What follows belongs to an exercise in optimizing a design on an open flow for small area; a production flow would make more cautious choices.

job 7246:
// slotmachine
module slotmachine(
	input        MAX10_CLK1_50,
	output [7:0] HEX0,
	output [7:0] HEX1,
	output [7:0] HEX2,
	input  [1:0] KEY,
	input  [0:0] SW
);
Size in the first run: about 28 I/O pins, roughly 2200 sq um of cells after synthesis.
export LEC_CHECK = 0
export CAP_MARGIN = 0
export CORE_MARGIN = 2
export CORE_UTILIZATION = 60
export SLEW_MARGIN = 0
create_clock -name core_clock -period 10.0 [get_ports {MAX10_CLK1_50}]
standard.sh (not shown) runs the stock make flow with config.mk's settings and CLKGATE_MAP_FILE= SYNTH_SCRIPT=/design/flow/synth_recipe.tcl, a recipe that flattens the netlist after the stock synthesis.
==> flow/flow/run.sh <==
#!/bin/bash
# The standard layout (standard.sh) with three changes:
#  - synthesis uses flow/my_synth.tcl: the standard script with an
#    area-oriented ABC mapping (flow/area.abc) and no adder extraction;
#  - the port buffers are the smallest buffer cell;
#  - the clock tree uses small clock buffers and no dummy balancing loads.
set -euo pipefail
W=$PWD
export MY_ABC_SCRIPT=$W/flow/area.abc
export BUFFER_PORTS_ARGS="-buffer_cell sky130_fd_sc_hd__buf_1"
export CTS_ARGS="-sink_clustering_enable -repair_clock_nets -dont_use_dummy_load -sink_clustering_size 20 -sink_clustering_max_diameter 100 -buf_list {sky130_fd_sc_hd__clkbuf_2 sky130_fd_sc_hd__clkbuf_4}"
sed -e "s#SYNTH_SCRIPT=[^ ]*#SYNTH_SCRIPT=$W/flow/my_synth.tcl ADDER_MAP_FILE=#" standard.sh > my_standard.sh
bash my_standard.sh > standard.log 2>&1
==> flow/flow/area.abc <==
&get -n
&st
&deepsyn -T 20
&dch -f
&nf -R 1000 -p -a
&put
==> flow/flow/my_synth.tcl <==
# synth_recipe.tcl with a different ABC script (area-recovering mapping);
# everything else, including the registers, is as in the standard synthesis.
proc synth {args} { yosys synth -nofsm -noshare {*}$args }
proc abc {args} {
  set i [lsearch $args -script]
  if {$i >= 0} { lset args [expr {$i+1}] $::env(MY_ABC_SCRIPT) }
  yosys abc {*}$args
}
source $::env(SCRIPTS_DIR)/synth.tcl
# left out here: clear keep_hierarchy, flatten, clean up, hide names made inside functions, write 1_2_yosys.v
Every stage of the flow completed for job 7246, and the final layout passed the timing, DRC and antenna checks.
Modified inputs, job 5280 compared to job 7246
diff --git a/flow/flow/run.sh b/flow/flow/run.sh
--- a/flow/flow/run.sh
+++ b/flow/flow/run.sh
@@ -2,4 +2,5 @@
 # The standard layout (standard.sh) with three changes:
-#  - synthesis uses flow/my_synth.tcl: the standard script with an
-#    area-oriented ABC mapping (flow/area.abc) and no adder extraction;
+#  - synthesis uses flow/my_synth.tcl: the standard script, but ABC is run
+#    with each area-oriented script in flow/abc/ and the smallest mapping is
+#    kept; no adder extraction;
 #  - the port buffers are the smallest buffer cell;
@@ -8,3 +9,3 @@
 W=$PWD
-export MY_ABC_SCRIPT=$W/flow/area.abc
+export MY_ABC_DIR=$W/flow/abc
 export BUFFER_PORTS_ARGS="-buffer_cell sky130_fd_sc_hd__buf_1"
==> flow/flow/abc/a1.abc (new file) <==
&get -n
&st
&dch
&nf -R 1000
&put
topo
dnsize -c
==> flow/flow/abc/a2.abc (new file) <==
&get -n
&st
&dch -f
&nf -R 1000 -p
&put
==> flow/flow/abc/a3.abc (new file) <==
&get -n
&st
&deepsyn -T 20
&dch
&nf -R 1000
&put
==> flow/flow/abc/a4.abc (new file) <==
&get -n
&st
&deepsyn -T 20
&dch -f
&nf -R 1000 -p -a
&put
==> flow/flow/abc/a5.abc (new file) <==
&get -n
&st
&deepsyn -T 20 -S 7
&dch -f
&nf -R 1000 -p -a
&put
==> flow/flow/abc/a6.abc (new file) <==
&get -n
&st
&dc2
&dch
&nf -R 1000 -E 100
&put
==> flow/flow/abc/b11.abc (new file) <==
&get -n
&st
&deepsyn -T 20 -S 11
&dch -f
&nf -R 1000 -p -a
&put
==> flow/flow/abc/b19.abc (new file) <==
&get -n
&st
&deepsyn -T 20 -S 19
&dch -f
&nf -R 1000 -p -a
&put
==> flow/flow/abc/b3.abc (new file) <==
&get -n
&st
&deepsyn -T 20 -S 3
&dch -f
&nf -R 1000 -p -a
&put
==> flow/flow/my_synth.tcl <==
# synth_recipe.tcl with a different technology mapping: ABC is run with each
# script in flow/abc/ (area-oriented mappings) and the smallest result is
# kept. Everything else, including the registers, is as in the standard
# synthesis.
proc synth {args} { yosys synth -nofsm -noshare {*}$args }
proc abc {args} {
  set i [lsearch $args -script]
  set li [lsearch $args -liberty]
  set lib [lindex $args [expr {$li+1}]]
  yosys design -save pre_abc
  set best 1e30
  set bestname ""
  foreach s [lsort [glob $::env(MY_ABC_DIR)/*.abc]] {
    yosys design -load pre_abc
    lset args [expr {$i+1}] $s
    yosys abc {*}$args
    yosys tee -q -o $::env(RESULTS_DIR)/abc_try.txt stat -liberty $lib
    set f [open $::env(RESULTS_DIR)/abc_try.txt r]; set txt [read $f]; close $f
    regexp {Chip area for module[^:]*:\s*([0-9.]+)} $txt -> area
    puts "ABC script [file tail $s]: area $area"
    if {$area < $best} { set best $area; set bestname $s; yosys design -save best_abc }
  }
  puts "ABC: keeping [file tail $bestname] ($best)"
  yosys design -load best_abc
}
source $::env(SCRIPTS_DIR)/synth.tcl
# left out here: clear keep_hierarchy, flatten, clean up, hide names made inside functions, write 1_2_yosys.v
removed: flow/flow/area.abc
--- outcome ---
The total routing usage reported by global routing in job 5280 was lower than what job 7246 gave. The worst path buffer plus inverter count on job 5280 is in line with that on job 7246. Compared job 5280 vs job 7246, and inserted tap cell count is down in job 5280. Against job 7246, job 5280 reports a fraction of the cycle the final worst path needs that is higher. The maximum clock rate reported for job 5280 is smaller than that of job 7246 by 15 MHz.
Edits applied to the flow inputs when going from job 5280 to job 7500:
Settings: changing SLEW_MARGIN from 0 to 20; changing CAP_MARGIN from 0 to 20.
diff --git a/flow/flow/run.sh b/flow/flow/run.sh
--- a/flow/flow/run.sh
+++ b/flow/flow/run.sh
@@ -2,5 +2,4 @@
 # The standard layout (standard.sh) with three changes:
-#  - synthesis uses flow/my_synth.tcl: the standard script, but ABC is run
-#    with each area-oriented script in flow/abc/ and the smallest mapping is
-#    kept; no adder extraction;
+#  - synthesis uses flow/my_synth.tcl: the standard script with an
+#    area-oriented ABC mapping (flow/area.abc) and no adder extraction;
 #  - the port buffers are the smallest buffer cell;
@@ -9,3 +8,3 @@
 W=$PWD
-export MY_ABC_DIR=$W/flow/abc
+export MY_ABC_SCRIPT=$W/flow/area.abc
 export BUFFER_PORTS_ARGS="-buffer_cell sky130_fd_sc_hd__buf_1"
==> flow/flow/area.abc (new file) <==
&get -n
&st
&deepsyn -T 20
&dch -f
&nf -R 1000 -p -a
&put
==> flow/flow/my_synth.tcl <==
# synth_recipe.tcl with a different ABC script (area-recovering mapping);
# everything else, including the registers, is as in the standard synthesis.
proc synth {args} { yosys synth -nofsm -noshare {*}$args }
proc abc {args} {
  set i [lsearch $args -script]
  if {$i >= 0} { lset args [expr {$i+1}] $::env(MY_ABC_SCRIPT) }
  yosys abc {*}$args
}
source $::env(SCRIPTS_DIR)/synth.tcl
# left out here: clear keep_hierarchy, flatten, clean up, hide names made inside functions, write 1_2_yosys.v
removed: flow/flow/abc/a1.abc
removed: flow/flow/abc/a2.abc
removed: flow/flow/abc/a3.abc
removed: flow/flow/abc/a4.abc
removed: flow/flow/abc/a5.abc
removed: flow/flow/abc/a6.abc
removed: flow/flow/abc/b11.abc
removed: flow/flow/abc/b19.abc
removed: flow/flow/abc/b3.abc
[summary]
As far as clock distribution area overhead in the final layout is concerned, job 5280 and job 7500 perform about the same. Job 7500 leaves more setup margin than job 5280. Between job 7500 and job 5280, the fraction of the core area covered by cells at the end of the flow is higher for job 5280. When the final numbers for job 7500 and job 5280 were put side by side, the number of vias per cell turned out to be smaller in job 5280. Measured against each other, job 7500 and job 5280 differ in floorplan core area, the lower figure coming from job 5280. Sort job 7500 and job 5280 by worst hold slack desc -> top: job 7500. The wire length of the first global-routing pass in job 7500 is 1.09 times that in job 5280.
Function was not checked in any run of this note: the RTL went through the layout flow alone.

[port drivers added, routing unchanged]
The results above use ideal ports. As a check the final layouts listed here were re-extracted and re-timed, cells and wires unchanged.
Step 1 (the two cells are an assumption about what drives the block):
set clk [get_ports {MAX10_CLK1_50}]
set_driving_cell -lib_cell sky130_fd_sc_hd__clkbuf_16 $clk
set_driving_cell -lib_cell sky130_fd_sc_hd__buf_2 [delete_from_list [all_inputs] $clk]
Step 2 times the ports against the registers' clock, not the clock port: input delays grow and output delays shrink by t, the midpoint of the rising clock arrivals with the driver on.
a / b / c = ideal ports / drivers / drivers and shift; a / b = the first two.
run	t, ns	setup WS [ns]	worst register clock-pin slew, ns
job 7246	0.404	6.583 / 6.559 / 6.963	0.09 / 0.09
job 5280	0.387	6.400 / 6.374 / 6.761	0.10 / 0.10
job 7500	0.404	6.583 / 6.559 / 6.963	0.09 / 0.09
After both steps every run listed still meets setup and hold.
